This design comes from an exercise in tuning for small area, a short achievable clock period and few clock cycles on the open sky130 flow, not from production work. Function was checked by simulation only, so behaviour that the tests miss may differ from the original. No activity file was given, so power comes from the tool's default toggle rates.

==> trial 29: inputs <==
// dut
module dut (
    input clk,
    input rst,
    input start,
    input [7:0] a,
    input [7:0] b,
    output reg [7:0] y,
    output reg ready
);
Settings: LEC_CHECK=0, CAP_MARGIN=20, CORE_AREA=3 3 61 61, DIE_AREA=0 0 64 64, SETUP_SLACK_MARGIN=3.0, SLEW_MARGIN=20; clock period 5.0 ns.
standard.sh (not shown) runs the stock make flow with config.mk's settings and CLKGATE_MAP_FILE= SYNTH_SCRIPT=/design/flow/synth_recipe.tcl, a recipe that flattens the netlist after the stock synthesis.
==> flow/flow/run.sh <==
#!/bin/bash
# The standard ORFS layout (standard.sh) with three changes:
#  - synthesis maps the logic with flow/map.abc (see flow/mysynth.tcl);
#  - no full-adder extraction (ADDER_MAP_FILE empty), so ABC sees all logic;
#  - the port buffers are plain buf_1 cells.
set -euo pipefail
here=$(pwd)
bash standard.sh "SYNTH_SCRIPT=$here/flow/mysynth.tcl" ADDER_MAP_FILE= \
  "BUFFER_PORTS_ARGS=-buffer_cell sky130_fd_sc_hd__buf_1" finish > standard_flow.log 2>&1
==> flow/flow/map.abc <==
strash
&get -n
&deepsyn -J 1000
&put
dch
map
topo
stime -c
==> flow/flow/mysynth.tcl <==
# The standard synthesis script (synth_recipe.tcl), with ORFS's ABC mapping
# script replaced by flow/map.abc.
set my_abc_script [file join [file dirname [file normalize [info script]]] map.abc]
proc synth {args} { yosys synth -nofsm -noshare {*}$args }
proc abc {args} {
  set i [lsearch -exact $args -script]
  if { $i >= 0 } { lset args [expr {$i + 1}] $::my_abc_script }
  yosys abc {*}$args
}
source $::env(SCRIPTS_DIR)/synth.tcl
# left out here: clear keep_hierarchy, flatten, clean up, hide names made inside functions, write 1_2_yosys.v
==> build 9: changes against trial 29 <==
==> flow/flow/map.abc (replaced) <==
strash
&get -n
&deepsyn -T 30
&put
if -g
strash
dch
map
topo
stime -c
--- a/flow/config.mk
+++ b/flow/config.mk
@@ -10,3 +10,2 @@
 export DIE_AREA = 0 0 64 64
-export SETUP_SLACK_MARGIN = 3.0
 export SLEW_MARGIN = 20
==> summary of the runs <==
- Trial 29 went through all stages and came out clean. Build 9 went through all stages and came out clean.
- Between trial 29 and build 9, the lower critical path depth is in build 9 (gap 2).
- In sequential power, build 9 and trial 29 hardly differ.
- In die area, trial 29 and build 9 do not differ.
- Between trial 29 and build 9, the lower first-iteration DRC count is in build 9 (gap 20%, measured against build 9).
- Between trial 29 and build 9, the lower worst hold slack is in trial 29 (gap 0.0060 ns).
- In trial 29 the global-route usage is higher than in build 9, by 1.5 points.
- Sequential cell count is the same in build 9 and trial 29.
- In non-clock buffer count, build 9 and trial 29 do not differ.
==> figures <==
Worst stage delay on the critical path: build 9 0.31 ns; trial 29 0.17 ns
Initial DRT Pass Iterations: build 9 6; trial 29 2
Syn_area_per_cell: build 9 6.83 um2; trial 29 6.69 um2
Outcome: build 9 complete, no violations; trial 29 complete, no violations
Power, Total: build 9 0.183 mW; trial 29 0.187 mW
Global-route wire length before repair: build 9 2030 um; trial 29 2420 um
Standard cell with the maximum stage delay on the critical path: build 9 sky130_fd_sc_hd__buf_1; trial 29 sky130_fd_sc_hd__nand2_1
Post-route fraction of the period consumed by the critical path: build 9 0.434; trial 29 0.374
Synthesized instance count: build 9 81; trial 29 83
Seq area share: build 9 0.246; trial 29 0.242
Stages on the worst setup path: build 9 7; trial 29 9
Met3 wirelength from detailed routing: build 9 111 um; trial 29 79 um
Post-route setup slack: build 9 2.83 ns; trial 29 3.13 ns
Multi-input combinational cell count: build 9 62; trial 29 63
Routability congestion estimate from global placement: build 9 0.826; trial 29 0.814
Post-layout net count: build 9 131; trial 29 133
Least-Margin Pin Slew: build 9 0.399 ns; trial 29 0.242 ns
Testbench counts of trial 29, summed over its fixed seeds: cycles 768.
Testbench counts of build 9, summed over its fixed seeds: cycles 768.

---

==> run a: inputs <==
dut, a different RTL version from the one above (not shown whole).
Settings: LEC_CHECK=0, CAP_MARGIN=20, CORE_AREA=3 3 61 61, DIE_AREA=0 0 64 64, SETUP_SLACK_MARGIN=3.1, SLEW_MARGIN=20; clock period 5.0 ns.
==> flow/flow/map.abc <==
strash
&get -n
&deepsyn -J 1000
&put
dch
map -a
topo
stime -c
Scripts as last shown in full above: flow/flow/run.sh, flow/flow/mysynth.tcl
==> run b: changes against run a <==
==> flow/flow/map.abc (replaced) <==
strash
&get -n
&deepsyn -J 1000
&put
if -g
strash
&get -n
&dch
&nf -p
&put
topo
stime -c
CAP_MARGIN = 0   (was 20)
SLEW_MARGIN = 0   (was 20)
==> impl_metrics.json <==
{
  "layout_worst_path_cycle_share_pct": 38.6,
  "synth_nets": 98,
  "clockNetworkPower_mw": 0.0524,
  "netlist_area_um2": 508,
  "critical_path.slowest_cell": "sky130_fd_sc_hd__nor4_4",
  "drt_pass1_iterations": 4,
  "multi_input_area_share_pct": 44.4,
  "cts_repair_resize_count": 7,
  "status": "complete, no violations",
  "post-route-worst-setup-slack_ns": 3.07,
  "grt.met1_usage_pct": 7.85,
  "final_area_um2": 821
}
Source of the figures above: run a

==> impl_metrics.json <==
{
  "status": "complete, no violations",
  "critical_path.slowest_cell": "sky130_fd_sc_hd__or2_0",
  "layout_worst_path_cycle_share_pct": 35.4,
  "synth_nets": 84,
  "grt.met1_usage_pct": 6.70,
  "final_area_um2": 704,
  "drt_pass1_iterations": 2
}
Source of the figures above: run b

Testbench counts of run a, summed over its fixed seeds: cycles 768.
Testbench counts of run b, summed over its fixed seeds: cycles 768.

---

==> exp/pepper <==
==> flow/design.v <==
`timescale 1ns/1ps
module dut (
    input clk,
    input rst,
    input start,
    input [7:0] a,
    input [7:0] b,
    output reg [7:0] y,
    output reg ready
);
    wire [2:0] L = a[2:0];
    wire [3:0] H = a[6:3];
    wire [5:0] L2 = L * L;
    wire [3:0] P = H * L;                  
    wire ge24  = b[4] & b[3];
    wire hi216 = b[5] | ge24;              
    wire c2 = b[7] | b[6];                 
    wire c1 = b[7] ? (b[6] & hi216)        
                   : (~b[6] & (b[5] | b[4] | b[3]));    
    wire z00 = b[5] | (ge24 & (b[2] | (b[1] & b[0])))
             | (~(b[5] | b[4] | b[3]) & (b[2] | b[1] | b[0]));
    wire z01 = b[5] & ge24 & b[2] & (b[1] | b[0]);
    wire c0 = b[7] ? ~(b[6] & hi216) : (b[6] ? z01 : z00);
    wire [5:0] lo = L2 + {3'd0, c2, c1, c0};
    wire [3:0] hi = P + {a[3], 2'b00} + {2'b00, lo[5:4]};
    always @(posedge clk) begin
        y     <= {hi, lo[3:0]};
        ready <= start & ~rst;
    end
endmodule
==> flow/flow/run.sh <==
#!/bin/bash
# The standard ORFS layout (standard.sh) with three changes:
#  - synthesis maps the logic with flow/map.abc (see flow/mysynth.tcl);
#  - no full-adder extraction (ADDER_MAP_FILE empty), so ABC sees all logic;
#  - the port buffers are plain buf_1 cells.
set -euo pipefail
here=$(pwd)
bash standard.sh "SYNTH_SCRIPT=$here/flow/mysynth.tcl" ADDER_MAP_FILE= \
  "BUFFER_PORTS_ARGS=-buffer_cell sky130_fd_sc_hd__buf_1" finish > standard_flow.log 2>&1
==> flow/flow/map.abc <==
strash
&get -n
&deepsyn -J 1000
&put
if -g
strash
&get -n
&dch
&nf -p
&put
topo
stime -c
==> flow/flow/mysynth.tcl <==
# The standard synthesis script (synth_recipe.tcl), with ORFS's ABC mapping
# script replaced by flow/map.abc.
set my_abc_script [file join [file dirname [file normalize [info script]]] map.abc]
proc synth {args} { yosys synth -nofsm -noshare {*}$args }
proc abc {args} {
  set i [lsearch -exact $args -script]
  if { $i >= 0 } { lset args [expr {$i + 1}] $::my_abc_script }
  yosys abc {*}$args
}
source $::env(SCRIPTS_DIR)/synth.tcl
# left out here: clear keep_hierarchy, flatten, clean up, hide names made inside functions, write 1_2_yosys.v
==> flow/standard.sh <==
#!/bin/bash
# synth_recipe.tcl (not shown) runs the flow's synth.tcl, then flattens the netlist and writes it again
# the make line also repeats each setting of config.mk as NAME=value (left out here)
make -C /OpenROAD-flow-scripts/flow DESIGN_CONFIG=/design/flow/config.mk WORK_HOME=/design/flow/orfs CLKGATE_MAP_FILE= SYNTH_SCRIPT=/design/flow/synth_recipe.tcl "${@:-finish}"
==> flow/config.mk <==
export PLATFORM = sky130hd
export DESIGN_NAME = dut
export DESIGN_NICKNAME = dut
export VERILOG_FILES = /design/flow/design.v
export SDC_FILE = /design/flow/constraint.sdc
export NUM_CORES = 4
export LEC_CHECK = 0
export CAP_MARGIN = 20
export CORE_AREA = 3 3 61 61
export DIE_AREA = 0 0 64 64
export SETUP_SLACK_MARGIN = 3.2
export SLEW_MARGIN = 20
==> flow/constraint.sdc <==
create_clock -name core_clock -period 5.0 [get_ports {clk}]
set_input_delay 1.0000 -clock core_clock [delete_from_list [all_inputs] [get_ports {clk}]]
set_output_delay 1.0000 -clock core_clock [all_outputs]
set_load 0.01 [all_outputs]
==> exp/umber: changes against exp/pepper <==
==> flow/design.v, changed modules only <==
module dut (
    input clk,
    input rst,
    input start,
    input [7:0] a,
    input [7:0] b,
    output reg [7:0] y,
    output reg ready
);
    wire [2:0] L = a[2:0];
    wire [3:0] H = a[6:3];
    wire [5:0] L2 = L * L;
    wire [3:0] P = H * L;                  
    wire c2 = b[7] | b[6];                                         
    wire c1 = (~b[7] & ~b[6] & (b[5] | b[4] | b[3]))               
            | (b[7] & b[6] & (b[5] | (b[4] & b[3])));              
    wire r1 = ~b[7] & ~b[6] & ~b[5] & ~b[4] & ~b[3] & (b[2] | b[1] | b[0]);   
    wire r3 = ~b[7] & ~b[6] & (b[5] | (b[4] & b[3] & (b[2] | (b[1] & b[0]))));  
    wire r5 = (~b[7] & b[6] & b[5] & b[4] & b[3] & b[2] & (b[1] | b[0]))       
            | (b[7] & ~(b[6] & (b[5] | (b[4] & b[3]))));                        
    wire c0 = r1 | r3 | r5;
    wire [5:0] lo = L2 + {3'd0, c2, c1, c0};
    wire [3:0] hi = P + {a[3], 2'b00} + {2'b00, lo[5:4]};
    always @(posedge clk) begin
        y     <= {hi, lo[3:0]};
        ready <= start & ~rst;
    end
endmodule
==> flow/flow/map.abc (replaced) <==
strash
&get -n
&deepsyn -J 1000
&put
dch
map
topo
stime -c
--- a/flow/config.mk
+++ b/flow/config.mk
@@ -9,4 +9,4 @@
 export CORE_AREA = 3 3 61 61
 export DIE_AREA = 0 0 64 64
-export SETUP_SLACK_MARGIN = 3.2
+export SETUP_SLACK_MARGIN = 3.3
 export SLEW_MARGIN = 20
==> exp/sierra: changes against exp/pepper <==
==> flow/design.v, changed modules only <==
module dut (
    input clk,
    input rst,
    input start,
    input [7:0] a,
    input [7:0] b,
    output reg [7:0] y,
    output reg ready
);
    wire [2:0] L = a[2:0];
    wire [3:0] H = a[6:3];
    wire [5:0] L2 = L * L;
    wire [3:0] P = H * L;                  
    wire c2 = b[7] | b[6];                                         
    wire c1 = (~b[7] & ~b[6] & (b[5] | b[4] | b[3]))               
            | (b[7] & b[6] & (b[5] | (b[4] & b[3])));              
    wire r1 = ~b[7] & ~b[6] & ~b[5] & ~b[4] & ~b[3] & (b[2] | b[1] | b[0]);   
    wire r3 = ~b[7] & ~b[6] & (b[5] | (b[4] & b[3] & (b[2] | (b[1] & b[0]))));  
    wire r5 = (~b[7] & b[6] & b[5] & b[4] & b[3] & b[2] & (b[1] | b[0]))       
            | (b[7] & ~(b[6] & (b[5] | (b[4] & b[3]))));                        
    wire c0 = r1 | r3 | r5;
    wire [5:0] lo = L2 + {3'd0, c2, c1, c0};
    wire [3:0] hi = P + {a[3], 2'b00} + {2'b00, lo[5:4]};
    always @(posedge clk) begin
        y     <= {hi, lo[3:0]};
        ready <= start & ~rst;
    end
endmodule
==> flow/flow/map.abc (replaced) <==
strash
&get -n
&deepsyn -J 1000
&put
dch
map
topo
stime -c
--- a/flow/config.mk
+++ b/flow/config.mk
@@ -9,4 +9,5 @@
 export CORE_AREA = 3 3 61 61
 export DIE_AREA = 0 0 64 64
-export SETUP_SLACK_MARGIN = 3.2
+export PLACE_DENSITY = 0.7
+export SETUP_SLACK_MARGIN = 3.1
 export SLEW_MARGIN = 20
==> reports/results.env <==
RUN_STATUS='no timing/DRC/antenna violations'
REPORT.POWER.TOTAL_mW=0.218
DRT_ITER0_MARKERS=19
GRTUSAGEMET2=0.110
MULTIINPUTGATEAREA_UM2=480
SYNTH_TOP_CELLS_BY_COUNT='nand2_1 (22), clkinv_1 (11), dfxtp_1 (9)'
SYNTHMUXAREASHARE=0
FIN_UTIL=0.335
FINALNETCOUNT=137
POWER.CLOCK.TOTAL_mW=0.0517
DRIVE_GT1_FRAC=0.504
SEQAREAFRACTION=0.177
LAYOUT.COMB_GATES.MULTI_INPUT=63
CP_CELL_SEQUENCE='buf_6 > nand2_2 > clkinv_1 > a31oi_1 > o21ai_1 > nand3_1 > nand2_1'
The numbers above come from exp/umber.

==> reports/results.env <==
RUN_STATUS='no timing/DRC/antenna violations'
FIN_UTIL=0.245
SEQAREAFRACTION=0.235
GRTUSAGEMET2=0.107
DRIVE_GT1_FRAC=0.158
REPORT.POWER.TOTAL_mW=0.186
POST-SYNTH-TOP-COUNT-CELL='nand2_1'
SYNTH_TOP_CELLS_BY_COUNT='nand2_1 (22), clkinv_1 (11), dfxtp_1 (9)'
POWER.CLOCK.TOTAL_mW=0.0521
DRT_ITER0_MARKERS=17
CP_CELL_SEQUENCE='buf_2 > clkinv_2 > o21ai_0 > nand2_1 > a41oi_1 > o21ai_0 > nand3_1 > nand2_1'
FINAL_WORST_PATH_PERIOD_SHARE=0.368
COMMONEST_CELLS_AFTER_ROUTING_FILL_AND_TAPS_ASIDE='nand2_1 (21), buf_1 (21), clkinv_1 (9), dfxtp_1 (9), a21oi_1 (5)'
SYNTHMUXAREASHARE=0
POWER.DENSITY_CELL_AREA_mW_PER_MM2=243
FINALNETCOUNT=134
MULTIINPUTGATEAREA_UM2=350
LAYOUT.COMB_GATES.MULTI_INPUT=63
The numbers above come from exp/sierra.

==> reports/results.env <==
GRTUSAGEMET2=0.110
POWER.CLOCK.TOTAL_mW=0.0529
REPORT.POWER.TOTAL_mW=0.185
MIN_PATH_TYPE='in2reg'
MULTI_INPUT_LOGIC_PORTION_OF_THE_CELL_AREA=0.497
HP-START='rst'
REGISTER_AREA_UM2=180
FIN_UTIL=0.234
DRIVE_GT1_FRAC=0.158
LAYOUT.COMB_GATES.MULTI_INPUT=56
SEQAREAFRACTION=0.247
FINALNETCOUNT=115
TIMING_HOLD_VIOLATIONS_FINAL=0
RUN_STATUS='no timing/DRC/antenna violations'
CP_CELL_SEQUENCE='buf_2 > a21oi_1 > a21boi_0 > o211ai_1 > mux2i_1'
MULTIINPUTGATEAREA_UM2=363
SYNTH_TOP_CELLS_BY_COUNT='nand2_1 (11), dfxtp_1 (9), nor2_1 (6)'
The numbers above come from exp/pepper.

Testbench counts of exp/pepper, summed over its fixed seeds: cycles 768.
Testbench counts of exp/umber, summed over its fixed seeds: cycles 768.
Testbench counts of exp/sierra, summed over its fixed seeds: cycles 768.

## afterwards: timing with drivers on the ports
The flow's constraints put no driver on any port. The routed layouts listed below were extracted and timed again, unchanged, in two steps. Step 1 (the two cells are an assumption about what drives the block):
set clk [get_ports {clk}]
set_driving_cell -lib_cell sky130_fd_sc_hd__clkbuf_16 $clk
set_driving_cell -lib_cell sky130_fd_sc_hd__buf_2 [delete_from_list [all_inputs] $clk]
Step 2, shift: input delay + t, output delay - t, t = (earliest + latest rising clock arrival at the registers) / 2. This alone moves slack from input paths to output paths. Slacks: ideal ports / drivers / drivers and shift; pairs: ideal ports / drivers.
| run | t (ns) | slack for setup (ns) | clock arrival spread, ns |
|---|---|---|---|
| trial 29 | 0.274 | 3.132 / 3.125 / 2.851 | 0.006 / 0.006 |
| build 9 | 0.265 | 2.829 / 2.823 / 2.558 | 0.001 / 0.002 |
| run a | 0.264 | 3.069 / 3.059 / 2.795 | 0.000 / 0.000 |
| run b | 0.262 | 3.232 / 3.227 / 2.965 | 0.004 / 0.004 |
| exp/pepper | 0.268 | 3.246 / 3.242 / 2.974 | 0.000 / 0.001 |
| exp/umber | 0.266 | 3.304 / 3.281 / 3.016 | 0.004 / 0.003 |
| exp/sierra | 0.268 | 3.160 / 3.156 / 2.888 | 0.001 / 0.000 |
After both steps setup and hold are still met in every run listed. The setup slack of exp/umber, which loses most, moves by -0.023 ns with the drivers and by -0.288 ns with both steps.
